This is an optimization exercise on Yosys and OpenROAD, whose aim is small area, a short achievable clock period and few clock cycles per item, not a production implementation.
Function was checked by simulation only, so behaviour that the tests miss may differ from the original.
Power and IR drop assume default switching activity.

==> design.v <==
module rf_bit (input wire clk, we, nwe, d, output reg q);
  always @(posedge clk) q <= (q & nwe) | (d & we);
endmodule
module rf_bit_s (input wire clk, we, nwe, s, d, output reg q);
  always @(posedge clk) q <= (q & nwe) | (d & we) | s;
endmodule
module rd_bit (input wire [7:0] s, input wire [7:0] r, output wire o);
  assign o = |(s & r);
endmodule
module g_inv (input wire a, output wire y);
  assign y = ~a;
endmodule
module g_nand2 (input wire a, b, output wire y);
  assign y = ~(a & b);
endmodule
module g_nor2 (input wire a, b, output wire y);
  assign y = ~(a | b);
endmodule
module g_andn (input wire a, b, output wire y);
  assign y = a & ~b;
endmodule
module g_xor2 (input wire a, b, output wire y);
  assign y = a ^ b;
endmodule
module g_xnor2 (input wire a, b, output wire y);
  assign y = ~(a ^ b);
endmodule
module g_aoi21 (input wire a1, a2, b1, output wire y);
  assign y = ~((a1 & a2) | b1);
endmodule
module g_oai21 (input wire a1, a2, b1, output wire y);
  assign y = ~((a1 | a2) & b1);
endmodule
module g_maj3 (input wire a, b, c, output wire y);
  assign y = (a & b) | (c & (a | b));
endmodule
module g_a2bb2oi (input wire a1, a2, b1, b2, output wire y);
  assign y = ~((~a1 & ~a2) | (b1 & b2));
endmodule
module g_aoi211 (input wire a1, a2, b1, c1, output wire y);
  assign y = ~((a1 & a2) | b1 | c1);
endmodule
module g_mux2i (input wire a0, a1, s, output wire y);
  assign y = ~(s ? a1 : a0);
endmodule
module g_nor3 (input wire a, b, c, output wire y);
  assign y = ~(a | b | c);
endmodule
module g_nand3 (input wire a, b, c, output wire y);
  assign y = ~(a & b & c);
endmodule
module alu (input wire [1:0] op, input wire [15:0] i0, i1,
    output wire [15:0] o, output wire cout);
  wire nop1;
  wire bx0;
  wire gn0;
  wire pn0;
  wire l0;
  wire bx1;
  wire gn1;
  wire pn1;
  wire l1;
  wire bx2;
  wire gn2;
  wire pn2;
  wire l2;
  wire bx3;
  wire gn3;
  wire pn3;
  wire l3;
  wire bx4;
  wire gn4;
  wire pn4;
  wire l4;
  wire bx5;
  wire gn5;
  wire pn5;
  wire l5;
  wire bx6;
  wire gn6;
  wire pn6;
  wire l6;
  wire bx7;
  wire gn7;
  wire pn7;
  wire l7;
  wire bx8;
  wire gn8;
  wire pn8;
  wire l8;
  wire bx9;
  wire gn9;
  wire pn9;
  wire l9;
  wire bx10;
  wire gn10;
  wire pn10;
  wire l10;
  wire bx11;
  wire gn11;
  wire pn11;
  wire l11;
  wire bx12;
  wire gn12;
  wire pn12;
  wire l12;
  wire bx13;
  wire gn13;
  wire pn13;
  wire l13;
  wire bx14;
  wire gn14;
  wire pn14;
  wire l14;
  wire bx15;
  wire gn15;
  wire pn15;
  wire l15;
  wire nsub;
  wire g1_1;
  wire g1_2;
  wire p1_2;
  wire g1_3;
  wire p1_3;
  wire g1_4;
  wire p1_4;
  wire g1_5;
  wire p1_5;
  wire g1_6;
  wire p1_6;
  wire g1_7;
  wire p1_7;
  wire g1_8;
  wire p1_8;
  wire g1_9;
  wire p1_9;
  wire g1_10;
  wire p1_10;
  wire g1_11;
  wire p1_11;
  wire g1_12;
  wire p1_12;
  wire g1_13;
  wire p1_13;
  wire g1_14;
  wire p1_14;
  wire g1_15;
  wire p1_15;
  wire g1_16;
  wire p1_16;
  wire g2_2;
  wire g2_3;
  wire g2_4;
  wire p2_4;
  wire g2_5;
  wire p2_5;
  wire g2_6;
  wire p2_6;
  wire g2_7;
  wire p2_7;
  wire g2_8;
  wire p2_8;
  wire g2_9;
  wire p2_9;
  wire g2_10;
  wire p2_10;
  wire g2_11;
  wire p2_11;
  wire g2_12;
  wire p2_12;
  wire g2_13;
  wire p2_13;
  wire g2_14;
  wire p2_14;
  wire g2_15;
  wire p2_15;
  wire g2_16;
  wire p2_16;
  wire g3_4;
  wire n_g1_1;
  wire g3_5;
  wire g3_6;
  wire g3_7;
  wire g3_8;
  wire p3_8;
  wire g3_9;
  wire p3_9;
  wire g3_10;
  wire p3_10;
  wire g3_11;
  wire p3_11;
  wire g3_12;
  wire p3_12;
  wire g3_13;
  wire p3_13;
  wire g3_14;
  wire p3_14;
  wire g3_15;
  wire p3_15;
  wire g3_16;
  wire p3_16;
  wire g4_8;
  wire g4_9;
  wire n_g2_2;
  wire g4_10;
  wire n_g2_3;
  wire g4_11;
  wire g4_12;
  wire g4_13;
  wire g4_14;
  wire g4_15;
  wire g4_16;
  wire p4_16;
  wire g5_16;
  wire yn0;
  wire ca0;
  wire yn1;
  wire ca1;
  wire yn2;
  wire ca2;
  wire yn3;
  wire ca3;
  wire yn4;
  wire ca4;
  wire yn5;
  wire ca5;
  wire yn6;
  wire ca6;
  wire yn7;
  wire ca7;
  wire y8;
  wire y9;
  wire y10;
  wire y11;
  wire y12;
  wire y13;
  wire y14;
  wire y15;
  g_inv u1 (op[1], nop1);
  g_xor2 u2 (i1[0], op[0], bx0);
  g_nand2 u3 (i0[0], bx0, gn0);
  g_xnor2 u4 (i0[0], bx0, pn0);
  g_maj3 u5 (i0[0], i1[0], op[0], l0);
  g_xor2 u6 (i1[1], op[0], bx1);
  g_nand2 u7 (i0[1], bx1, gn1);
  g_xnor2 u8 (i0[1], bx1, pn1);
  g_maj3 u9 (i0[1], i1[1], op[0], l1);
  g_xor2 u10 (i1[2], op[0], bx2);
  g_nand2 u11 (i0[2], bx2, gn2);
  g_xnor2 u12 (i0[2], bx2, pn2);
  g_maj3 u13 (i0[2], i1[2], op[0], l2);
  g_xor2 u14 (i1[3], op[0], bx3);
  g_nand2 u15 (i0[3], bx3, gn3);
  g_xnor2 u16 (i0[3], bx3, pn3);
  g_maj3 u17 (i0[3], i1[3], op[0], l3);
  g_xor2 u18 (i1[4], op[0], bx4);
  g_nand2 u19 (i0[4], bx4, gn4);
  g_xnor2 u20 (i0[4], bx4, pn4);
  g_maj3 u21 (i0[4], i1[4], op[0], l4);
  g_xor2 u22 (i1[5], op[0], bx5);
  g_nand2 u23 (i0[5], bx5, gn5);
  g_xnor2 u24 (i0[5], bx5, pn5);
  g_maj3 u25 (i0[5], i1[5], op[0], l5);
  g_xor2 u26 (i1[6], op[0], bx6);
  g_nand2 u27 (i0[6], bx6, gn6);
  g_xnor2 u28 (i0[6], bx6, pn6);
  g_maj3 u29 (i0[6], i1[6], op[0], l6);
  g_xor2 u30 (i1[7], op[0], bx7);
  g_nand2 u31 (i0[7], bx7, gn7);
  g_xnor2 u32 (i0[7], bx7, pn7);
  g_maj3 u33 (i0[7], i1[7], op[0], l7);
  g_xor2 u34 (i1[8], op[0], bx8);
  g_nand2 u35 (i0[8], bx8, gn8);
  g_xnor2 u36 (i0[8], bx8, pn8);
  g_maj3 u37 (i0[8], i1[8], op[0], l8);
  g_xor2 u38 (i1[9], op[0], bx9);
  g_nand2 u39 (i0[9], bx9, gn9);
  g_xnor2 u40 (i0[9], bx9, pn9);
  g_maj3 u41 (i0[9], i1[9], op[0], l9);
  g_xor2 u42 (i1[10], op[0], bx10);
  g_nand2 u43 (i0[10], bx10, gn10);
  g_xnor2 u44 (i0[10], bx10, pn10);
  g_maj3 u45 (i0[10], i1[10], op[0], l10);
  g_xor2 u46 (i1[11], op[0], bx11);
  g_nand2 u47 (i0[11], bx11, gn11);
  g_xnor2 u48 (i0[11], bx11, pn11);
  g_maj3 u49 (i0[11], i1[11], op[0], l11);
  g_xor2 u50 (i1[12], op[0], bx12);
  g_nand2 u51 (i0[12], bx12, gn12);
  g_xnor2 u52 (i0[12], bx12, pn12);
  g_maj3 u53 (i0[12], i1[12], op[0], l12);
  g_xor2 u54 (i1[13], op[0], bx13);
  g_nand2 u55 (i0[13], bx13, gn13);
  g_xnor2 u56 (i0[13], bx13, pn13);
  g_maj3 u57 (i0[13], i1[13], op[0], l13);
  g_xor2 u58 (i1[14], op[0], bx14);
  g_nand2 u59 (i0[14], bx14, gn14);
  g_xnor2 u60 (i0[14], bx14, pn14);
  g_maj3 u61 (i0[14], i1[14], op[0], l14);
  g_xor2 u62 (i1[15], op[0], bx15);
  g_nand2 u63 (i0[15], bx15, gn15);
  g_xnor2 u64 (i0[15], bx15, pn15);
  g_maj3 u65 (i0[15], i1[15], op[0], l15);
  g_inv u66 (op[0], nsub);
  g_oai21 u67 (pn0, nsub, gn0, g1_1);
  g_oai21 u68 (pn1, gn0, gn1, g1_2);
  g_nor2 u69 (pn1, pn0, p1_2);
  g_oai21 u70 (pn2, gn1, gn2, g1_3);
  g_nor2 u71 (pn2, pn1, p1_3);
  g_oai21 u72 (pn3, gn2, gn3, g1_4);
  g_nor2 u73 (pn3, pn2, p1_4);
  g_oai21 u74 (pn4, gn3, gn4, g1_5);
  g_nor2 u75 (pn4, pn3, p1_5);
  g_oai21 u76 (pn5, gn4, gn5, g1_6);
  g_nor2 u77 (pn5, pn4, p1_6);
  g_oai21 u78 (pn6, gn5, gn6, g1_7);
  g_nor2 u79 (pn6, pn5, p1_7);
  g_oai21 u80 (pn7, gn6, gn7, g1_8);
  g_nor2 u81 (pn7, pn6, p1_8);
  g_oai21 u82 (pn8, gn7, gn8, g1_9);
  g_nor2 u83 (pn8, pn7, p1_9);
  g_oai21 u84 (pn9, gn8, gn9, g1_10);
  g_nor2 u85 (pn9, pn8, p1_10);
  g_oai21 u86 (pn10, gn9, gn10, g1_11);
  g_nor2 u87 (pn10, pn9, p1_11);
  g_oai21 u88 (pn11, gn10, gn11, g1_12);
  g_nor2 u89 (pn11, pn10, p1_12);
  g_oai21 u90 (pn12, gn11, gn12, g1_13);
  g_nor2 u91 (pn12, pn11, p1_13);
  g_oai21 u92 (pn13, gn12, gn13, g1_14);
  g_nor2 u93 (pn13, pn12, p1_14);
  g_oai21 u94 (pn14, gn13, gn14, g1_15);
  g_nor2 u95 (pn14, pn13, p1_15);
  g_oai21 u96 (pn15, gn14, gn15, g1_16);
  g_nor2 u97 (pn15, pn14, p1_16);
  g_aoi21 u98 (p1_2, op[0], g1_2, g2_2);
  g_aoi21 u99 (p1_3, g1_1, g1_3, g2_3);
  g_aoi21 u100 (p1_4, g1_2, g1_4, g2_4);
  g_nand2 u101 (p1_4, p1_2, p2_4);
  g_aoi21 u102 (p1_5, g1_3, g1_5, g2_5);
  g_nand2 u103 (p1_5, p1_3, p2_5);
  g_aoi21 u104 (p1_6, g1_4, g1_6, g2_6);
  g_nand2 u105 (p1_6, p1_4, p2_6);
  g_aoi21 u106 (p1_7, g1_5, g1_7, g2_7);
  g_nand2 u107 (p1_7, p1_5, p2_7);
  g_aoi21 u108 (p1_8, g1_6, g1_8, g2_8);
  g_nand2 u109 (p1_8, p1_6, p2_8);
  g_aoi21 u110 (p1_9, g1_7, g1_9, g2_9);
  g_nand2 u111 (p1_9, p1_7, p2_9);
  g_aoi21 u112 (p1_10, g1_8, g1_10, g2_10);
  g_nand2 u113 (p1_10, p1_8, p2_10);
  g_aoi21 u114 (p1_11, g1_9, g1_11, g2_11);
  g_nand2 u115 (p1_11, p1_9, p2_11);
  g_aoi21 u116 (p1_12, g1_10, g1_12, g2_12);
  g_nand2 u117 (p1_12, p1_10, p2_12);
  g_aoi21 u118 (p1_13, g1_11, g1_13, g2_13);
  g_nand2 u119 (p1_13, p1_11, p2_13);
  g_aoi21 u120 (p1_14, g1_12, g1_14, g2_14);
  g_nand2 u121 (p1_14, p1_12, p2_14);
  g_aoi21 u122 (p1_15, g1_13, g1_15, g2_15);
  g_nand2 u123 (p1_15, p1_13, p2_15);
  g_aoi21 u124 (p1_16, g1_14, g1_16, g2_16);
  g_nand2 u125 (p1_16, p1_14, p2_16);
  g_oai21 u126 (p2_4, nsub, g2_4, g3_4);
  g_inv u127 (g1_1, n_g1_1);
  g_oai21 u128 (p2_5, n_g1_1, g2_5, g3_5);
  g_oai21 u129 (p2_6, g2_2, g2_6, g3_6);
  g_oai21 u130 (p2_7, g2_3, g2_7, g3_7);
  g_oai21 u131 (p2_8, g2_4, g2_8, g3_8);
  g_nor2 u132 (p2_8, p2_4, p3_8);
  g_oai21 u133 (p2_9, g2_5, g2_9, g3_9);
  g_nor2 u134 (p2_9, p2_5, p3_9);
  g_oai21 u135 (p2_10, g2_6, g2_10, g3_10);
  g_nor2 u136 (p2_10, p2_6, p3_10);
  g_oai21 u137 (p2_11, g2_7, g2_11, g3_11);
  g_nor2 u138 (p2_11, p2_7, p3_11);
  g_oai21 u139 (p2_12, g2_8, g2_12, g3_12);
  g_nor2 u140 (p2_12, p2_8, p3_12);
  g_oai21 u141 (p2_13, g2_9, g2_13, g3_13);
  g_nor2 u142 (p2_13, p2_9, p3_13);
  g_oai21 u143 (p2_14, g2_10, g2_14, g3_14);
  g_nor2 u144 (p2_14, p2_10, p3_14);
  g_oai21 u145 (p2_15, g2_11, g2_15, g3_15);
  g_nor2 u146 (p2_15, p2_11, p3_15);
  g_oai21 u147 (p2_16, g2_12, g2_16, g3_16);
  g_nor2 u148 (p2_16, p2_12, p3_16);
  g_aoi211 u149 (p3_8, op[0], g3_8, op[1], g4_8);
  g_aoi211 u150 (p3_9, g1_1, g3_9, op[1], g4_9);
  g_inv u151 (g2_2, n_g2_2);
  g_aoi211 u152 (p3_10, n_g2_2, g3_10, op[1], g4_10);
  g_inv u153 (g2_3, n_g2_3);
  g_aoi211 u154 (p3_11, n_g2_3, g3_11, op[1], g4_11);
  g_aoi211 u155 (p3_12, g3_4, g3_12, op[1], g4_12);
  g_aoi211 u156 (p3_13, g3_5, g3_13, op[1], g4_13);
  g_aoi211 u157 (p3_14, g3_6, g3_14, op[1], g4_14);
  g_aoi211 u158 (p3_15, g3_7, g3_15, op[1], g4_15);
  g_aoi21 u159 (p3_16, g3_8, g3_16, g4_16);
  g_nand2 u160 (p3_16, p3_8, p4_16);
  g_oai21 u161 (p4_16, nsub, g4_16, g5_16);
  g_a2bb2oi u162 (op[1], pn0, op[1], l0, yn0);
  g_nand2 u163 (op[0], nop1, ca0);
  g_xor2 u164 (yn0, ca0, o[0]);
  g_a2bb2oi u165 (op[1], pn1, op[1], l1, yn1);
  g_nand2 u166 (g1_1, nop1, ca1);
  g_xor2 u167 (yn1, ca1, o[1]);
  g_a2bb2oi u168 (op[1], pn2, op[1], l2, yn2);
  g_nor2 u169 (g2_2, op[1], ca2);
  g_xnor2 u170 (yn2, ca2, o[2]);
  g_a2bb2oi u171 (op[1], pn3, op[1], l3, yn3);
  g_nor2 u172 (g2_3, op[1], ca3);
  g_xnor2 u173 (yn3, ca3, o[3]);
  g_a2bb2oi u174 (op[1], pn4, op[1], l4, yn4);
  g_nand2 u175 (g3_4, nop1, ca4);
  g_xor2 u176 (yn4, ca4, o[4]);
  g_a2bb2oi u177 (op[1], pn5, op[1], l5, yn5);
  g_nand2 u178 (g3_5, nop1, ca5);
  g_xor2 u179 (yn5, ca5, o[5]);
  g_a2bb2oi u180 (op[1], pn6, op[1], l6, yn6);
  g_nand2 u181 (g3_6, nop1, ca6);
  g_xor2 u182 (yn6, ca6, o[6]);
  g_a2bb2oi u183 (op[1], pn7, op[1], l7, yn7);
  g_nand2 u184 (g3_7, nop1, ca7);
  g_xor2 u185 (yn7, ca7, o[7]);
  g_mux2i u186 (pn8, l8, op[1], y8);
  g_xnor2 u187 (y8, g4_8, o[8]);
  g_mux2i u188 (pn9, l9, op[1], y9);
  g_xnor2 u189 (y9, g4_9, o[9]);
  g_mux2i u190 (pn10, l10, op[1], y10);
  g_xnor2 u191 (y10, g4_10, o[10]);
  g_mux2i u192 (pn11, l11, op[1], y11);
  g_xnor2 u193 (y11, g4_11, o[11]);
  g_mux2i u194 (pn12, l12, op[1], y12);
  g_xnor2 u195 (y12, g4_12, o[12]);
  g_mux2i u196 (pn13, l13, op[1], y13);
  g_xnor2 u197 (y13, g4_13, o[13]);
  g_mux2i u198 (pn14, l14, op[1], y14);
  g_xnor2 u199 (y14, g4_14, o[14]);
  g_mux2i u200 (pn15, l15, op[1], y15);
  g_xnor2 u201 (y15, g4_15, o[15]);
  assign cout = g5_16;
endmodule
module pc (input wire clk, reset, output reg [15:0] cnt);
  wire [16:0] c;
  assign c[0] = 1'b1;
  genvar i;
  generate
    for (i = 0; i < 16; i = i + 1) begin : g
      assign c[i+1] = c[i] & cnt[i];
    end
  endgenerate
  always @(posedge clk) cnt <= (cnt ^ c[15:0]) & ~{16{reset}};
endmodule
module reg_alu (input wire clk, reset, exn, clr, input wire [7:0] sa, sb, input wire [2:0] d,
  input wire [1:0] op, output reg wb_en, output reg [2:0] wb_addr, output reg [15:0] wb_data,
  output reg cout);
  wire [15:0] q [0:7];
  reg c;
  wire [15:0] a, b, res;
  wire co;
  wire [7:0] we, nwe, wdn;
  wire [2:0] dn;
  genvar i, j;
  generate
    for (i = 0; i < 3; i = i + 1) begin : g_dn
      g_inv u (d[i], dn[i]);
    end
    for (i = 0; i < 8; i = i + 1) begin : g_we
      g_nand3 ud (i[0] ? d[0] : dn[0], i[1] ? d[1] : dn[1], i[2] ? d[2] : dn[2], wdn[i]);
      g_nor2 ue (exn, wdn[i], we[i]);
      g_nor2 un (we[i], clr, nwe[i]);
    end
  endgenerate
  generate
    for (j = 0; j < 16; j = j + 1) begin : g_bit0
      rf_bit_s u (clk, we[0], nwe[0], clr, res[j], q[0][j]);
    end
    for (i = 1; i < 8; i = i + 1) begin : g_reg
      for (j = 0; j < 16; j = j + 1) begin : g_bit
        rf_bit u (clk, we[i], nwe[i], res[j], q[i][j]);
      end
    end
    for (j = 0; j < 16; j = j + 1) begin : g_rd
      rd_bit ua (sa, {q[7][j], q[6][j], q[5][j], q[4][j], q[3][j], q[2][j], q[1][j], q[0][j]}, a[j]);
      rd_bit ub (sb, {q[7][j], q[6][j], q[5][j], q[4][j], q[3][j], q[2][j], q[1][j], q[0][j]}, b[j]);
    end
  endgenerate
  alu alu_0 (op, a, b, res, co);
  always @(posedge clk) begin
    wb_en <= ~exn & ~reset;
    wb_addr <= d;
    wb_data <= res;
    c <= co;
    cout <= c;
  end
endmodule
module mproc (input wire clk, reset, input wire [15:0] ins, output wire [15:0] addr,
  output wire wb_en, output wire [2:0] wb_addr, output wire [15:0] wb_data, output wire cout);
  wire [7:0] sa, sb;
  wire [2:0] d;
  wire [1:0] op;
  wire exn, clr;
  pc pc_0 (clk, reset, addr);
  ir ir_0 (clk, reset, ins, sa, sb, d, op, exn, clr);
  reg_alu reg_alu_0 (clk, reset, exn, clr, sa, sb, d, op, wb_en, wb_addr, wb_data, cout);
endmodule
module ir (input wire clk, reset, input wire [15:0] ins, output reg [7:0] sa, sb,
  output reg [2:0] d, output reg [1:0] op, output reg exn, output reg clr);
  reg halted, halt_ir;
  wire [5:0] insn;
  wire [7:0] sa_d, sb_d;
  wire z1, z2, z3, halt_in, nclr, nhalted_nx, okn, halted_d;
  genvar k;
  generate
    for (k = 0; k < 6; k = k + 1) begin : g_insn
      g_inv u (ins[k], insn[k]);
    end
    for (k = 0; k < 8; k = k + 1) begin : g_dec
      g_nor3 ua (k[0] ? insn[0] : ins[0], k[1] ? insn[1] : ins[1], k[2] ? insn[2] : ins[2], sa_d[k]);
      g_nor3 ub (k[0] ? insn[3] : ins[3], k[1] ? insn[4] : ins[4], k[2] ? insn[5] : ins[5], sb_d[k]);
    end
  endgenerate
  g_nor3 u_z1 (ins[15], ins[14], ins[13], z1);
  g_nor2 u_z3 (ins[12], ins[11], z3);
  g_nand2 u_h (z1, z3, halt_in);
  g_inv u_nclr (clr, nclr);
  g_aoi21 u_hn (nclr, halt_ir, halted, nhalted_nx);
  g_nor2 u_hd (reset, nhalted_nx, halted_d);
  g_nor3 u_z2 (ins[12], ins[11], reset, z2);
  g_nand3 u_ok (z1, z2, nhalted_nx, okn);
  always @(posedge clk) begin
    sa <= sa_d;
    sb <= sb_d;
    d <= ins[8:6];
    op <= ins[10:9];
    halt_ir <= halt_in;
    exn <= okn;
    clr <= reset;
    halted <= halted_d;
  end
endmodule
==> flow/run.sh <==
#!/bin/bash
# Layout flow: the standard synthesis unchanged, then the standard ORFS
# steps with these changes (settings in flow/params.sh):
#  - repair_timing is asked to leave a setup margin (SETUP_SLACK_MARGIN); the
#    design is still laid out and signed off at the design's clock period,
#    the margin only makes the resizer work harder;
#  - ports are buffered with plain buffers, and delay cells are not used as
#    buffers;
#  - clock tree buffers as set in CTS_ARGS;
#  - after global routing, optionally the worst paths are upsized
#    (flow/upsize.tcl), then cells are downsized where that keeps the setup
#    slack (flow/downsize.tcl).
# Each tool's output goes to its own log in this folder.
set -uo pipefail
source flow/params.sh
export FLOWDIR=$PWD/flow
bash standard.sh synth > synth.log 2>&1 || exit 1
export DONT_USE_CELLS="$EXTRA_DONT_USE"
VARS=(SETUP_SLACK_MARGIN=$MARGIN "BUFFER_PORTS_ARGS=$BUFFER_PORTS_ARGS" "${EXTRA[@]}")
if [[ -n "${DOWNSIZE_MARGIN:-}" ]]; then
  export DOWNSIZE_MARGIN DOWNSIZE_HOLD_MARGIN UPSIZE_TARGET=${UPSIZE_TARGET:-}
  VARS+=("POST_GLOBAL_ROUTE_TCL=$FLOWDIR/downsize_hook.tcl")
fi
bash standard.sh "${VARS[@]}" finish > layout.log 2>&1
==> flow/downsize.tcl <==
# Area recovery that keeps a setup margin (global-routing parasitics are
# re-estimated after every change): try each instance at the smallest
# smaller drive strength of the same cell that keeps the worst setup slack at
# or above the margin, hold slack at or above 0 and no max slew/capacitance
# violation; keep the change only then.
proc cell_area {m} { return [expr {[$m getWidth] * [$m getHeight] / 1e6}] }
proc core_area {} {
  set a 0
  foreach i [[ord::get_db_block] getInsts] {
    set m [$i getMaster]
    if {[$m getType] eq "CORE"} { set a [expr {$a + [cell_area $m]}] }
  }
  return $a
}
proc downsize {margin hold_margin} {
  set db [ord::get_db]
  set block [ord::get_db_block]
  set base_slew [sta::max_slew_violation_count]
  set base_cap [sta::max_capacitance_violation_count]
  set cands {}
  foreach inst [$block getInsts] {
    set m [$inst getMaster]
    if {[$m getType] ne "CORE"} continue
    set name [$m getName]
    if {![regexp {^(sky130_fd_sc_hd__[a-z0-9]+)_([0-9]+)$} $name -> base size]} continue
    if {[string match "*clkbuf*" $base] || [string match "*clkinv*" $base]} continue
    if {[string match "*dly*" $base] || [string match "*conb*" $base]} continue
    set smaller {}
    foreach s {0 1 2 3 4 6 8 12 16} {
      if {$s >= $size} break
      set mm [$db findMaster ${base}_$s]
      if {$mm eq "NULL"} continue
      if {[llength [get_lib_cells -quiet ${base}_$s]] == 0} continue
      lappend smaller $mm
    }
    if {[llength $smaller] == 0} continue
    lappend cands [list [expr {[cell_area $m] - [cell_area [lindex $smaller 0]]}] $inst $smaller]
  }
  set cands [lsort -real -decreasing -index 0 $cands]
  set n 0
  foreach c $cands {
    lassign $c gain inst smaller
    set orig [$inst getMaster]
    set iname [$inst getName]
    foreach mm $smaller {
      replace_cell $iname [$mm getName]
      estimate_parasitics -global_routing
      if {[worst_slack -max] >= $margin && [worst_slack -min] >= $hold_margin
          && [sta::max_slew_violation_count] <= $base_slew
          && [sta::max_capacitance_violation_count] <= $base_cap} {
        incr n
        break
      }
      replace_cell $iname [$orig getName]
      estimate_parasitics -global_routing
    }
  }
  return $n
}
==> flow/downsize_hook.tcl <==
# POST_GLOBAL_ROUTE_TCL hook (runs inside ORFS's global_route.tcl after its
# repairs): optional greedy upsizing of the worst paths (flow/upsize.tcl),
# then area recovery (flow/downsize.tcl) that keeps the setup slack reached,
# then detailed placement and incremental global routing of what changed, as
# ORFS does after its own repairs.
source $::env(FLOWDIR)/downsize.tcl
source $::env(FLOWDIR)/upsize.tcl
estimate_parasitics -global_routing
puts "downsize: before: area [core_area] setup ws [worst_slack -max] hold ws [worst_slack -min]"
if {[info exists ::env(UPSIZE_TARGET)] && $::env(UPSIZE_TARGET) ne ""} {
  set n [upsize $::env(UPSIZE_TARGET) $::env(DOWNSIZE_HOLD_MARGIN) 400]
  puts "downsize: upsized $n: area [core_area] setup ws [worst_slack -max]"
}
set ws [worst_slack -max]
set target [expr {min($::env(DOWNSIZE_MARGIN), $ws)}]
set n [downsize $target $::env(DOWNSIZE_HOLD_MARGIN)]
puts "downsize: after: $n resized, target $target, area [core_area] setup ws [worst_slack -max] hold ws [worst_slack -min]"
global_route -start_incremental
detailed_placement
global_route -end_incremental
estimate_parasitics -global_routing
puts "downsize: after reroute: setup ws [worst_slack -max] hold ws [worst_slack -min]"
==> flow/params.sh <==
MARGIN=7.8
BUFFER_PORTS_ARGS="-buffer_cell sky130_fd_sc_hd__buf_2"
EXTRA_DONT_USE="sky130_fd_sc_hd__dlygate4sd1_1 sky130_fd_sc_hd__dlygate4sd2_1 sky130_fd_sc_hd__dlygate4sd3_1 sky130_fd_sc_hd__clkdlybuf4s15_1 sky130_fd_sc_hd__clkdlybuf4s15_2 sky130_fd_sc_hd__clkdlybuf4s18_1 sky130_fd_sc_hd__clkdlybuf4s18_2 sky130_fd_sc_hd__clkdlybuf4s25_1 sky130_fd_sc_hd__clkdlybuf4s25_2 sky130_fd_sc_hd__clkdlybuf4s50_1 sky130_fd_sc_hd__clkdlybuf4s50_2 sky130_fd_sc_hd__dlymetal6s2s_1 sky130_fd_sc_hd__dlymetal6s4s_1 sky130_fd_sc_hd__dlymetal6s6s_1"
EXTRA=("CTS_ARGS=-sink_clustering_enable -repair_clock_nets -dont_use_dummy_load -buf_list sky130_fd_sc_hd__clkbuf_8 -root_buf sky130_fd_sc_hd__clkbuf_16")
DOWNSIZE_MARGIN=8.0
DOWNSIZE_HOLD_MARGIN=0.05
UPSIZE_TARGET=8.0
==> flow/upsize.tcl <==
# Greedy sizing of the worst path: for the path to the worst endpoint, try
# each instance on it at each larger drive strength of its cell and keep the
# change that raises that endpoint's slack most without lowering the worst
# slack; stop at the target slack or
# when no change helps. Global-routing parasitics are re-estimated after each
# change, and hold slack and max slew/capacitance are kept.
proc upsize_sizes {inst} {
  set db [ord::get_db]
  set m [$inst getMaster]
  set name [$m getName]
  if {![regexp {^(sky130_fd_sc_hd__[a-z0-9]+)_([0-9]+)$} $name -> base size]} { return {} }
  if {[string match "*clkbuf*" $base] || [string match "*clkinv*" $base]} { return {} }
  if {[string match "*dly*" $base] || [string match "*conb*" $base]} { return {} }
  set bigger {}
  foreach s {1 2 3 4 6 8 12 16} {
    if {$s <= $size} continue
    set mm [$db findMaster ${base}_$s]
    if {$mm eq "NULL"} continue
    if {[llength [get_lib_cells -quiet ${base}_$s]] == 0} continue
    lappend bigger [$mm getName]
  }
  return $bigger
}
proc upsize {target hold_margin maxiter} {
  set block [ord::get_db_block]
  set base_slew [sta::max_slew_violation_count]
  set base_cap [sta::max_capacitance_violation_count]
  set n 0
  for {set it 0} {$it < $maxiter} {incr it} {
    set ws [worst_slack -max]
    if {$ws >= $target} break
    set path [lindex [find_timing_paths -path_delay max -group_path_count 1] 0]
    set insts {}
    foreach pt [get_property $path points] {
      set pin [get_property $pt pin]
      if {[get_property $pin is_port]} continue
      set inst [sta::sta_to_db_inst [get_cells -of_objects $pin]]
      if {[lsearch -exact $insts $inst] < 0} { lappend insts $inst }
    }
    set ep [get_property $path endpoint]
    set ep_slack [get_property $ep slack_max]
    set best_ep $ep_slack
    set best {}
    foreach inst $insts {
      set iname [$inst getName]
      set orig [[$inst getMaster] getName]
      foreach cell [upsize_sizes $inst] {
        replace_cell $iname $cell
        estimate_parasitics -global_routing
        set e [get_property $ep slack_max]
        if {$e > $best_ep + 0.0005 && [worst_slack -max] >= $ws - 0.0001
            && [worst_slack -min] >= $hold_margin
            && [sta::max_slew_violation_count] <= $base_slew
            && [sta::max_capacitance_violation_count] <= $base_cap} {
          set best_ep $e
          set best [list $iname $cell]
        }
        replace_cell $iname $orig
        estimate_parasitics -global_routing
      }
    }
    if {$best eq {}} break
    lassign $best iname cell
    replace_cell $iname $cell
    estimate_parasitics -global_routing
    incr n
  }
  return $n
}
==> standard.sh <==
#!/bin/bash
# synth_recipe.tcl (not shown) runs the flow's synth.tcl, then flattens the netlist and writes it again
# the make line also repeats each setting of config.mk as NAME=value (left out here)
make -C /OpenROAD-flow-scripts/flow DESIGN_CONFIG=/design/flow/config.mk WORK_HOME=/design/flow/orfs CLKGATE_MAP_FILE= SYNTH_SCRIPT=/design/flow/synth_recipe.tcl "${@:-finish}"
==> config.mk <==
export PLATFORM = sky130hd
export DESIGN_NAME = mproc
export DESIGN_NICKNAME = mproc
export VERILOG_FILES = /design/flow/design.v
export SDC_FILE = /design/flow/constraint.sdc
export NUM_CORES = 4
export LEC_CHECK = 0
export CAP_MARGIN = 20
export CORE_MARGIN = 2
export CORE_UTILIZATION = 40
export SLEW_MARGIN = 20
export SYNTH_HIERARCHICAL = 1
==> constraint.sdc <==
create_clock -name core_clock -period 11.0 [get_ports {clk}]
set_input_delay 2.2000 -clock core_clock [delete_from_list [all_inputs] [get_ports {clk}]]
set_output_delay 2.2000 -clock core_clock [all_outputs]
set_load 0.01 [all_outputs]
==> results.yml, run 1 <==
worst_setup_path:
  path_max_fanout: 2
  crit_type: "flip-flop to output pin"
  slowest_stage: "dfxtp_2"
  end_kind: "output pin"
  worstPathRequired_ps: 8800
  critical_path_arrival_ps: 870
  slowest_delay_ps: 350
  crit_buf_inv: 1
  critPathTopFamily: "flip-flops"
  cp-start-kind: "flip-flop"
  crit_path_cell_trace: "buf_2"
yosys:
  ys.warnings.count: 11
  synth-async-reset-ratio: 0
  synth-xor-area-share: 0.0521
  synth_compound_gate_area_share: 0.318
  synth_ff_type: "dfxtp_1"
  synth_area_per_cell_sq_um: 10.7
  yosys.area_share.simple: 0.104
  synth_top_family_by_area: "compound AO/OA/AOI/OAI gates"
  synthAdderAreaFrac: 0.0432
  synth-seq-cells: 191
  ys_types: 23
  seq_area_frac_synth: 0.465
  netlist_area_sq_mm: 0.00823
  synth_edf_count: 0
  syn_inst: 770
  synth_mux_area_frac: 0.00973
  synth_nets: 802
placed_design:
  io_buffer_count: 54
  gp_congestion: 0.919
  dp_hpwl_um: 14800
  dpl_cell_area_sq_mm: 0.00892
global_route:
  grt_pass1_wl_um: 36700
  grt_util_met3: 0.0512
  grt_overflow: 0
  gr-usage-all-layers: 0.221
  met1_usage: 0.315
  grt_pass1_vias: 6271
  met2_usage: 0.323
  antenna_found_initial: 0
  grt_max_degree: 37
  grt-busiest-layer: "met2"
route:
  via_count: 6984
  final_antenna_net_count: 0
  drcViolationCount: 0
  via_per_inst: 6.24
  routed_wl_um: 24500
  drt_pre_antenna_iters: 5
  drt_iter0_markers: 724
  wl_per_cell_um: 21.9
floorplan:
  core_area_sq_mm: 0.0202
  fp.dieH_um: 147
  num_rows: 52
  die-area_sq_mm: 0.0217
  die_w_um: 147
  io-pin-count: 55
  start_util: 0.407
cts:
  cts_buffers: 17
  hold_buffers: 0
  htreeDepth: 4
  cts_resized: 18
  clk_pin_slew_ps: 80
  clock_latency_ps: 400
  clock-sinks: 191
  cts_tree: "done"
  clockBufferDepth: 2
  cts_setup_buffers: 0
  cts_root_buf: "clkbuf_16"
sta:
  tightest_slew_ps: 1310
  finalCriticalPeriod_ps: 3070
  hold_viol_final: 0
  clock_skew_ps: 33.9
  max_freq_mhz: 326
  tns_ps: 0
  post-route-period-util: 0.279
  slew_headroom: 0.127
  finalSetupViolCount: 0
  slew_viol_final: 0
layout:
  design_area_sq_mm: 0.00910
  fin_nets: 884
  layout-drive-gt1-share: 0.141
  fin_util: 0.450
  fill_cells: 1982
  diodes: 0
  area_growth_pct: 10.5
power_and_ir_drop:
  p_leak_nw: 3.32
  cellPowerDensity_mw_per_mm2: 138
  ir_worst_vdd_v: 0.0000764
status:
  status: "timing/DRC/antenna clean"
job:
  maxCapViolCount: 0
worst_hold_path:
  hold_class: "flip-flop to flip-flop"
## Yosys stat by module, one instance, submodules excluded, a selection
module / cells inside / flops+latches
g_xor2: 1 / 0
ir: 25 / 25
g_mux2i: 1 / 0
g_nor3: 1 / 0
pc: 48 / 16
rf_bit_s: 2 / 1
g_oai21: 1 / 0
## where the power goes
group	switching, mW	internal, mW
Combinational	0.0988	0.0486
Sequential	0.0309	0.712
Clock	0.214	0.147
Total	0.344	0.907
## state kept, by name, indices dropped and copies added (netlist names), 2 cells and up
register	count
ir_0.sa	8
ir_0.d	3
ir_0.op	2
ir_0.sb	8
pc_0.cnt	16
reg_alu_0.wb_data	16
reg_alu_0.g.g_bit.u.q	112
reg_alu_0.wb_addr	3
reg_alu_0.g_bit0.u.q	16
## cell usage in the layout, fill, tap and decap left out, types with 17 or more instances in the layout
cell type and instances:
buf_1 40, buf_2 21, nand4_1 32, o21ai_0 17, a22oi_1 128, xor2_1 18
nand2_1 37, dfxtp_2 27, a22o_1 112, dfxtp_1 160, nor2_1 39, nor3_1 18
## cell type report
cell class | instances | area (sq um) | share of cell area
flip-flops and latches | 191 | 3870 | 0.426
well taps | 270 | 338 | 0.0371
clock buffers | 17 | 245 | 0.0270
inverters | 15 | 56.3 | 0.00619
multi-input cells | 563 | 4300 | 0.472
repair buffers | 64 | 289 | 0.0318
## synth_stat cells, drive strengths merged, types with 9 or more instances
master	n	share of area
dfxtp	191	0.46
a22oi	128	0.12
a22o	112	0.12
nor2	47	0.021
nand2	37	0.017
nand4	32	0.024
o21ai	30	0.018
xnor2	27	0.029
xor2	22	0.023
nor3	18	0.022
a21oi	17	0.018
a221o	16	0.019
maj3	16	0.022
inv	15	0.0068
ha	14	0.021
nand3	9	0.0055
## worst register-to-register path, stage by stage, from the launching register on
cell and delay (ps):
dfxtp_2 350, ha_2 180, ha_2 160, ha_2 170, ha_2 160, ha_1 170
ha_1 170, ha_1 180, ha_2 170, ha_2 160, ha_2 160, ha_2 160
ha_1 170, ha_2 190, ha_4 150, xnor2_1 130, nor2_1 50
## metal layers
layer	share of wire	wire (um)
met5	0	0
met4	0.030	727
met3	0.084	2060
met2	0.43	10500
met1	0.46	11200
## path summary, 6_finish.rpt
check / cells past startpoint / endpoint / slack, ps / from
hold reg to reg: 0 / reg_alu_0.cout / 330 / reg_alu_0.c
setup reg to reg: 16 / pc_0.cnt[15] / 7990 / pc_0.cnt[0]
setup / recovery: 1 / addr[14] / 7930 / pc_0.cnt[14]
hold / removal: 0 / reg_alu_0.cout / 330 / reg_alu_0.c
## per-stage QoR
| stage | setup slack (ps) | hold WS, ps | instances | total power [mW] |
|---|---|---|---|---|
| finish | 7930 | 331 | 1120 | 1.25 |
| CTS | 7800 | 332 | 1119 | 1.26 |
| detailed placement | 7560 | 312 | 1102 | 0.906 |
| global placement | 7560 | 313 | 1102 | 0.906 |
| floorplan | 7900 | 310 | 770 | 0.848 |
## kinds of logic (layout without fill, tap and decap cells)
| family | after synthesis | after routing |
|---|---|---|
| AOI/OAI and AO/OA | 319 | 319 |
| DFF | 191 | 191 |
| and+or+nand+nor | 157 | 157 |
| xor gates and xnor gates | 49 | 49 |
| adders and majority gates | 30 | 30 |
| buffers and inverters | 16 | 96 |
| muxes | 8 | 8 |
Testbench counts, summed over its fixed seeds: cycles 6,861, instrs 6,733.
==> run 2: changes to the inputs <==
==> flow/params.sh (replaced) <==
MARGIN=7.8
BUFFER_PORTS_ARGS="-buffer_cell sky130_fd_sc_hd__buf_2"
EXTRA_DONT_USE="sky130_fd_sc_hd__dlygate4sd1_1 sky130_fd_sc_hd__dlygate4sd2_1 sky130_fd_sc_hd__dlygate4sd3_1 sky130_fd_sc_hd__clkdlybuf4s15_1 sky130_fd_sc_hd__clkdlybuf4s15_2 sky130_fd_sc_hd__clkdlybuf4s18_1 sky130_fd_sc_hd__clkdlybuf4s18_2 sky130_fd_sc_hd__clkdlybuf4s25_1 sky130_fd_sc_hd__clkdlybuf4s25_2 sky130_fd_sc_hd__clkdlybuf4s50_1 sky130_fd_sc_hd__clkdlybuf4s50_2 sky130_fd_sc_hd__dlymetal6s2s_1 sky130_fd_sc_hd__dlymetal6s4s_1 sky130_fd_sc_hd__dlymetal6s6s_1"
EXTRA=("CTS_ARGS=-repair_clock_nets -buf_list sky130_fd_sc_hd__clkbuf_8 -root_buf sky130_fd_sc_hd__clkbuf_16")
DOWNSIZE_MARGIN=8.0
DOWNSIZE_HOLD_MARGIN=0.05
UPSIZE_TARGET=8.0
==> run 2 against run 1 <==
  * Still clean on timing, DRC and antenna
  * Sequential cell count is the same
  * Clock power grew 19%
  * Sequential power is essentially flat
  * Global-route usage grew 0.23 points
  * Final cell count grew 1.3%
  * Routed wire length grew 0.59%
  * Final area grew 1.5%
  * Non-clock buffer count is the same
  * Power grew 5.7%
  * Critical endpoint unchanged
  * Largest power group unchanged
==> results.yml, run 2 <==
status:
  status: "timing/DRC/antenna clean"
yosys:
  synth_nets: 802
  ys_types: 23
  synth_area_leader_cell: "dfxtp_1"
  synth-async-reset-ratio: 0
  ys.warnings.count: 11
  netlist_area_sq_mm: 0.00823
  ys_top_cells_by_area: "dfxtp_1 (46%), a22o_1 (12%), a22oi_1 (12%)"
  seq_area_frac_synth: 0.465
  syn_inst: 770
  yosys-top-cells-count: "dfxtp_1 (191), a22oi_1 (128), a22o_1 (112)"
  synth-seq-cells: 191
  yosys.area.top_type_share: 0.465
  synth_ff_type: "dfxtp_1"
  synth_edf_count: 0
  synth_area_per_cell_sq_um: 10.7
  yosysMostFrequentCell: "dfxtp_1"
global_route:
  antenna_found_initial: 0
  gr-usage-all-layers: 0.223
  grt_pass1_wl_um: 37100
  grt_max_degree: 37
  grt_pass1_vias: 6355
  grt_overflow: 0
sta:
  slew_headroom: 0.127
  finalSetupViolCount: 0
  post-route-period-util: 0.280
  clock_skew_ps: 32.7
  hold_ws_ps: 335
  slew_viol_final: 0
  tightest_slew_ps: 1310
  tns_ps: 0
  finalCriticalPeriod_ps: 3070
  max_freq_mhz: 325
  hold_viol_final: 0
worst_setup_path:
  path_max_fanout: 2
  worstSetupStartpoint: "pc_0.cnt[14]"
  crit_cells: 1
  crit_buf_inv: 1
  end_kind: "output pin"
  crit-reg2reg-capture: "pc_0.cnt[15]"
  crit_type: "flip-flop to output pin"
  slowest_stage: "dfxtp_2"
  crit_path_cell_trace: "buf_6"
  worstPathRequired_ps: 8800
  worstRegToRegCells: 16
  slowest_delay_ps: 370
  cp-start-kind: "flip-flop"
  reg2reg_setup_slack_ps: 7990
  endpoint: "addr[14]"
  r2r_start: "pc_0.cnt[0]"
  critPathTopFamily: "flip-flops"
  critical_path_arrival_ps: 870
layout:
  mostFrequentLayoutCell: "dfxtp_1"
  fin_nets: 884
  diodes: 0
  largest_reg_flops: 112
  design_area_sq_mm: 0.00924
  layout-drive-gt1-share: 0.161
  top_register: "reg_alu_0.g.g_bit.u.q"
  area_growth_pct: 12.2
  final_cell_mix: "dfxtp_1 (157), a22oi_1 (128), a22o_1 (112)"
power_and_ir_drop:
  cellPowerDensity_mw_per_mm2: 143
  p_leak_nw: 3.42
  p_total_mw: 1.32
  ir_worst_vdd_v: 0.0000764
placed_design:
  dpl_cell_area_sq_mm: 0.00892
  io_buffer_count: 54
  gp_congestion: 0.919
  dp_hpwl_um: 14800
cts:
  hold_buffers: 0
  cts_resized: 18
  clock_latency_ps: 400
  clk_pin_slew_ps: 100
  cts_buffers: 17
  cts_setup_buffers: 0
  htreeDepth: 4
  cts_tree: "done"
  clock-sinks: 191
  cts_root_buf: "clkbuf_16"
  clockBufferDepth: 2
floorplan:
  fp.dieH_um: 147
  core_area_sq_mm: 0.0202
  die-area_sq_mm: 0.0217
  io-pin-count: 55
  start_util: 0.407
  num_rows: 52
  die_w_um: 147
route:
  via_count: 6964
  routed_wl_um: 24600
  drcViolationCount: 0
  final_antenna_net_count: 0
  drt_iter0_markers: 692
  drt_pre_antenna_iters: 6
  via_per_inst: 6.14
  wl_per_cell_um: 21.7
job:
  maxCapViolCount: 0
worst_hold_path:
  hold_class: "flip-flop to flip-flop"
-- run 2: cells by family (layout without fill, tap and decap cells) --
kind of cell             after synthesis  after routing  share of synthesized area
AO/OA/AOI/OAI                        319            319                      0.318
XOR/XNOR                              49             49                     0.0521
adder cells (fa/ha/maj)               30             30                     0.0432
buffers and inverters                 16            111                    0.00821
flip-flops                           191            191                      0.465
multiplexers                           8              8                    0.00973
AND/OR/NAND/NOR                      157            157                      0.104
-- run 2: per-module statistics from Yosys, one instance, submodules excluded, a selection --
| module | copies in the design | area (sq um) |
|---|---|---|
| rd_bit | 32 | 36.3 |
| reg_alu | 1 | 444 |
| g_inv | 15 | 3.75 |
| g_aoi21 | 17 | 8.76 |
| g_nand2 | 37 | 3.75 |
| g_maj3 | 16 | 11.3 |
| g_nor3 | 18 | 10.0 |
| g_nor2 | 44 | 3.75 |
| g_aoi211 | 8 | 12.5 |
| g_nand3 | 9 | 5.00 |
| rf_bit_s | 16 | 30.0 |
| g_oai21 | 30 | 5.00 |
| pc | 1 | 636 |
| g_xor2 | 22 | 8.76 |
| g_mux2i | 8 | 10.0 |
-- run 2: through the flow --
step           utilization  instances  setup WS [ps]
2_1_floorplan            -        770           7900
3_3_place_gp         0.441       1102           7560
3_5_place_dp         0.441       1102           7560
4_1_cts              0.461       1134           7810
6_report             0.456       1135           7930
-- run 2: power by group --
| group | internal [mW] | switching, mW | total [mW] |
|---|---|---|---|
| Combinational | 0.0499 | 0.0986 | 0.148 |
| Clock | 0.189 | 0.242 | 0.431 |
| Sequential | 0.712 | 0.0308 | 0.743 |
-- run 2: cell type report --
cell class / count / area, sq um
Clock buffer: 18 / 259
Multi-Input combinational cell: 563 / 4300
Tap cell: 270 / 338
Sequential cell: 191 / 3880
Inverter: 15 / 56.3
Timing Repair Buffer: 64 / 304
Fill cell: 1963 / 11000
Clock inverter: 14 / 101
-- run 2: how the worst min path moves through the flow --
stage                startpoint  slack (ps)              to  depth (start not counted)
floorplan           reg_alu_0.c         310  reg_alu_0.cout                          0
global placement    reg_alu_0.c         310  reg_alu_0.cout                          0
detailed placement  reg_alu_0.c         310  reg_alu_0.cout                          0
CTS                 reg_alu_0.c         340  reg_alu_0.cout                          0
finish              reg_alu_0.c         330  reg_alu_0.cout                          0
-- run 2: metal layers --
layer  vias up  global-route usage  share of wire  routed length (um)
met5         -                   0              0                   0
met4         0              0.0942          0.035                 858
met3        70              0.0546          0.088                2160
met2       357               0.326           0.43               10500
met1      3310               0.315           0.45               11100
li1       3227                   -              -                   -
-- run 2: worst reg2reg max path: cells and delay by family, from the launching register on --
kind                       cells  cell delay, ps
and+or+nand+nor                1              50
adders and majority gates     14            2380
xor gates and xnor gates       1             130
DFF                            1             350
==> run 3: changes to the inputs <==
--- a/flow/run.sh
+++ b/flow/run.sh
@@ -18,7 +18,7 @@
 export DONT_USE_CELLS="$EXTRA_DONT_USE"
 VARS=(SETUP_SLACK_MARGIN=$MARGIN "BUFFER_PORTS_ARGS=$BUFFER_PORTS_ARGS" "${EXTRA[@]}")
 if [[ -n "${DOWNSIZE_MARGIN:-}" ]]; then
-  export DOWNSIZE_MARGIN DOWNSIZE_HOLD_MARGIN UPSIZE_TARGET=${UPSIZE_TARGET:-}
+  export DOWNSIZE_MARGIN DOWNSIZE_HOLD_MARGIN UPSIZE_TARGET=${UPSIZE_TARGET:-} SIZING_ROUNDS=${SIZING_ROUNDS:-1}
   VARS+=("POST_GLOBAL_ROUTE_TCL=$FLOWDIR/downsize_hook.tcl")
 fi
 bash standard.sh "${VARS[@]}" finish > layout.log 2>&1
==> flow/downsize_hook.tcl (replaced) <==
# POST_GLOBAL_ROUTE_TCL hook (runs inside ORFS's global_route.tcl after its
# repairs): SIZING_ROUNDS rounds of optional greedy upsizing of the worst
# paths (flow/upsize.tcl) and area recovery (flow/downsize.tcl) that keeps
# the setup slack reached,
# then detailed placement and incremental global routing of what changed, as
# ORFS does after its own repairs.
source $::env(FLOWDIR)/downsize.tcl
source $::env(FLOWDIR)/upsize.tcl
estimate_parasitics -global_routing
puts "downsize: before: area [core_area] setup ws [worst_slack -max] hold ws [worst_slack -min]"
set rounds 1
if {[info exists ::env(SIZING_ROUNDS)] && $::env(SIZING_ROUNDS) ne ""} { set rounds $::env(SIZING_ROUNDS) }
for {set r 0} {$r < $rounds} {incr r} {
  if {[info exists ::env(UPSIZE_TARGET)] && $::env(UPSIZE_TARGET) ne ""} {
    set n [upsize $::env(UPSIZE_TARGET) $::env(DOWNSIZE_HOLD_MARGIN) 400]
    puts "downsize: round $r: upsized $n: area [core_area] setup ws [worst_slack -max]"
  }
  set ws [worst_slack -max]
  set target [expr {min($::env(DOWNSIZE_MARGIN), $ws)}]
  set n [downsize $target $::env(DOWNSIZE_HOLD_MARGIN)]
  puts "downsize: round $r: $n resized, target $target, area [core_area] setup ws [worst_slack -max] hold ws [worst_slack -min]"
}
global_route -start_incremental
detailed_placement
global_route -end_incremental
estimate_parasitics -global_routing
puts "downsize: after reroute: setup ws [worst_slack -max] hold ws [worst_slack -min]"
==> flow/params.sh (replaced) <==
MARGIN=7.8
BUFFER_PORTS_ARGS="-buffer_cell sky130_fd_sc_hd__buf_2"
EXTRA_DONT_USE="sky130_fd_sc_hd__dlygate4sd1_1 sky130_fd_sc_hd__dlygate4sd2_1 sky130_fd_sc_hd__dlygate4sd3_1 sky130_fd_sc_hd__clkdlybuf4s15_1 sky130_fd_sc_hd__clkdlybuf4s15_2 sky130_fd_sc_hd__clkdlybuf4s18_1 sky130_fd_sc_hd__clkdlybuf4s18_2 sky130_fd_sc_hd__clkdlybuf4s25_1 sky130_fd_sc_hd__clkdlybuf4s25_2 sky130_fd_sc_hd__clkdlybuf4s50_1 sky130_fd_sc_hd__clkdlybuf4s50_2 sky130_fd_sc_hd__dlymetal6s2s_1 sky130_fd_sc_hd__dlymetal6s4s_1 sky130_fd_sc_hd__dlymetal6s6s_1"
EXTRA=("CTS_ARGS=-sink_clustering_enable -repair_clock_nets -buf_list sky130_fd_sc_hd__clkbuf_8 -root_buf sky130_fd_sc_hd__clkbuf_16")
DOWNSIZE_MARGIN=8.0
DOWNSIZE_HOLD_MARGIN=0.05
UPSIZE_TARGET=8.0
SIZING_ROUNDS=2
==> run 3 against run 2 <==
  * Still clean on timing, DRC and antenna
  * Sequential power barely moved
  * Final area unchanged
  * Synthesized cell count did not move
  * Utilization unchanged
  * Final cell count did not move
  * Clock power about the same
  * Via count rose by 1.0%
  * Sequential share of layout area is the same
  * Global-route usage is the same
  * Maximum frequency about the same
  * Sequential cell count unchanged
  * Critical endpoint unchanged
==> results.yml, run 3 <==
sta:
  clock_skew_ps: 33.4
  finalCriticalPeriod_ps: 3070
  tns_ps: 0
  tightest_slew_ps: 1310
  hold_viol_final: 0
  post-route-period-util: 0.280
  max_freq_mhz: 325
  slew_viol_final: 0
  slew_headroom: 0.126
  finalSetupViolCount: 0
  fin_ws_ps: 7930
  hold_ws_ps: 335
global_route:
  grt-busiest-layer: "met2"
  antenna_found_initial: 0
  met2_usage: 0.326
  gr-usage-all-layers: 0.223
  grt_pass1_vias: 6355
  grt_pass1_wl_um: 37100
  met1_usage: 0.315
  grt_overflow: 0
  grt_util_met3: 0.0546
  grt_max_degree: 37
worst_setup_path:
  cp-start-kind: "flip-flop"
  crit-reg2reg-capture: "pc_0.cnt[15]"
  critPathTopFamily: "flip-flops"
  crit_path_cell_trace: "buf_6"
  slowest_stage: "dfxtp_2"
  crit_buf_inv: 1
  worstRegToRegCells: 16
  slowest_delay_ps: 370
  crit_type: "flip-flop to output pin"
  r2r_start: "pc_0.cnt[0]"
  worstPathRequired_ps: 8800
  path_max_fanout: 2
  reg2reg_setup_slack_ps: 7980
  end_kind: "output pin"
  critical_path_arrival_ps: 870
placed_design:
  dp_hpwl_um: 14800
  post-place-ws_ps: 7560
  gp_congestion: 0.919
  io_buffer_count: 54
route:
  final_antenna_net_count: 0
  drt_pre_antenna_iters: 8
  via_per_inst: 6.20
  drt_iter0_markers: 693
  routed_wl_um: 24700
  drcViolationCount: 0
  wl_per_cell_um: 21.7
  via_count: 7035
cts:
  cts_resized: 18
  cts_buffers: 17
  cts_setup_buffers: 0
  htreeDepth: 4
  hold_buffers: 0
  cts_root_buf: "clkbuf_16"
  clock_latency_ps: 400
  cts_tree: "done"
  clock-sinks: 191
  clk_pin_slew_ps: 100
  clockBufferDepth: 2
layout:
  fin_util: 0.456
  layout-drive-gt1-share: 0.160
  largest_reg_flops: 112
  top_register: "reg_alu_0.g.g_bit.u.q"
  diodes: 0
  area_growth_pct: 12.2
  fin_nets: 884
  mostFrequentLayoutCell: "dfxtp_1"
  final_cell_mix: "dfxtp_1 (157), a22oi_1 (128), a22o_1 (112)"
yosys:
  synth-seq-cells: 191
  syn_inst: 770
  synth_edf_count: 0
  synth_area_per_cell_sq_um: 10.7
  netlist_area_sq_mm: 0.00823
  synth-async-reset-ratio: 0
  synth_area_leader_cell: "dfxtp_1"
  yosys-top-cells-count: "dfxtp_1 (191), a22oi_1 (128), a22o_1 (112)"
  ys.warnings.count: 11
  synth_nets: 802
  yosys.area.top_type_share: 0.465
  yosysMostFrequentCell: "dfxtp_1"
  synth_ff_type: "dfxtp_1"
  ys_types: 23
  seq_area_frac_synth: 0.465
  ys_top_cells_by_area: "dfxtp_1 (46%), a22o_1 (12%), a22oi_1 (12%)"
worst_hold_path:
  hold_start: "reg_alu_0.c"
  whs_path_depth: 0
  hold_class: "flip-flop to flip-flop"
  holdPathEnd: "reg_alu_0.cout"
floorplan:
  num_rows: 52
  start_util: 0.407
  fp.dieH_um: 147
  die-area_sq_mm: 0.0217
  io-pin-count: 55
  die_w_um: 147
  core_area_sq_mm: 0.0202
job:
  maxCapViolCount: 0
power_and_ir_drop:
  p_leak_nw: 3.42
  p_total_mw: 1.32
  cellPowerDensity_mw_per_mm2: 143
  ir_worst_vdd_v: 0.0000764
status:
  status: "timing/DRC/antenna clean"
run 3: cell count changes in the layout (fill, tap and decap cells not counted):
cell | before | now
o21ai_0 | 17 | 20
a21oi_2 | 5 | 3
buf_6 | 4 | 5
a21oi_1 | 12 | 14
buf_1 | 33 | 32
o21ai_1 | 12 | 9
run 3: layout make-up:
| type | instances | area [sq um] |
|---|---|---|
| Fill cell | 1963 | 11000 |
| Multi-Input combinational cell | 563 | 4290 |
| Sequential cell | 191 | 3880 |
| Tap cell | 270 | 338 |
| Timing Repair Buffer | 64 | 312 |
| Clock buffer | 18 | 259 |
| Clock inverter | 14 | 101 |
| Inverter | 15 | 56.3 |
run 3: report_power, final:
part	leakage (nW)	internal (mW)	switching [mW]	total [mW]
sequential	1.57	0.712	0.0307	0.743
combinational	1.66	0.0499	0.0983	0.148
clock	0.193	0.189	0.243	0.432
run 3: modules after synthesis (local to each module, per instance), excerpt:
module | area [sq um] | flops+latches | copies in the design
rd_bit | 36.3 | 0 | 32
rf_bit_s | 30.0 | 1 | 16
g_a2bb2oi | 15.0 | 0 | 8
g_aoi211 | 12.5 | 0 | 8
g_maj3 | 11.3 | 0 | 16
g_nor3 | 10.0 | 0 | 18
g_mux2i | 10.0 | 0 | 8
g_aoi21 | 8.76 | 0 | 17
g_xor2 | 8.76 | 0 | 22
g_xnor2 | 8.76 | 0 | 26
g_oai21 | 5.00 | 0 | 30
g_nor2 | 3.75 | 0 | 44
g_inv | 3.75 | 0 | 15
run 3: cells by family (layout without fill, tap and decap cells):
family,count (synthesis),count (layout),share of synthesized area
AO/OA/AOI/OAI,319,319,0.318
adder cells (fa/ha/maj),30,30,0.0432
flip-flops,191,191,0.465
buffers and inverters,16,111,0.00821
multiplexers,8,8,0.00973
XOR/XNOR,49,49,0.0521
AND/OR/NAND/NOR,157,157,0.104
run 3: worst max path at each step:
| stage | startpoint | end | slack (ps) | cells after the start |
|---|---|---|---|---|
| after detailed placement | ir_0.sb[3] | reg_alu_0.g_bit0[15].u.q | 7560 | 10 |
| final | pc_0.cnt[14] | addr[14] | 7930 | 1 |
| after CTS | pc_0.cnt[0] | pc_0.cnt[14] | 7810 | 15 |
| after floorplan | ir_0.op[0] | reg_alu_0.g_bit0[15].u.q | 7900 | 8 |
| after global placement | ir_0.sb[0] | reg_alu_0.g_bit0[15].u.q | 7560 | 10 |
run 3: stage by stage:
step | area (sq um) | instances
2_1_floorplan | 8230 | 770
3_3_place_gp | 8920 | 1102
3_5_place_dp | 8920 | 1102
4_1_cts | 9330 | 1134
6_report | 9240 | 1135
run 3: metal layers:
| layer | up-vias | wire (um) |
|---|---|---|
| met1 | 3367 | 11100 |
| met3 | 72 | 2170 |
| met4 | 0 | 851 |
| met2 | 368 | 10500 |
| met5 | - | 0 |
| li1 | 3228 | - |

## afterwards: timing with drivers on the ports
No port has a modelled driver above. Below, the same layouts with a new extraction and two added sets of constraints. Step 1, drivers: a clkbuf_16 drives clk and a buf_2 each remaining input, both assumed. Step 2 also shifts input and output timing later by t, the mid clock arrival at the registers, as if the neighbouring blocks saw the same clock. a / b / c = ideal / step 1 / step 2; a / b = the first two.
| run | t, ns | slack for setup (ns) | worst hold slack (ns) | clock arrival spread, ns | pins driven straight from the clock port |
|---|---|---|---|---|---|
| run 1 | 0.423 | 7.929 / 7.885 / 7.988 | 0.331 / 0.331 / 0.331 | 0.034 / 0.034 | 1 |
| run 2 | 0.424 | 7.925 / 7.882 / 7.985 | 0.335 / 0.335 / 0.335 | 0.033 / 0.033 | 1 |
| run 3 | 0.425 | 7.925 / 7.883 / 7.985 | 0.335 / 0.335 / 0.335 | 0.033 / 0.034 | 1 |
After both steps setup and hold are still met in every run listed.
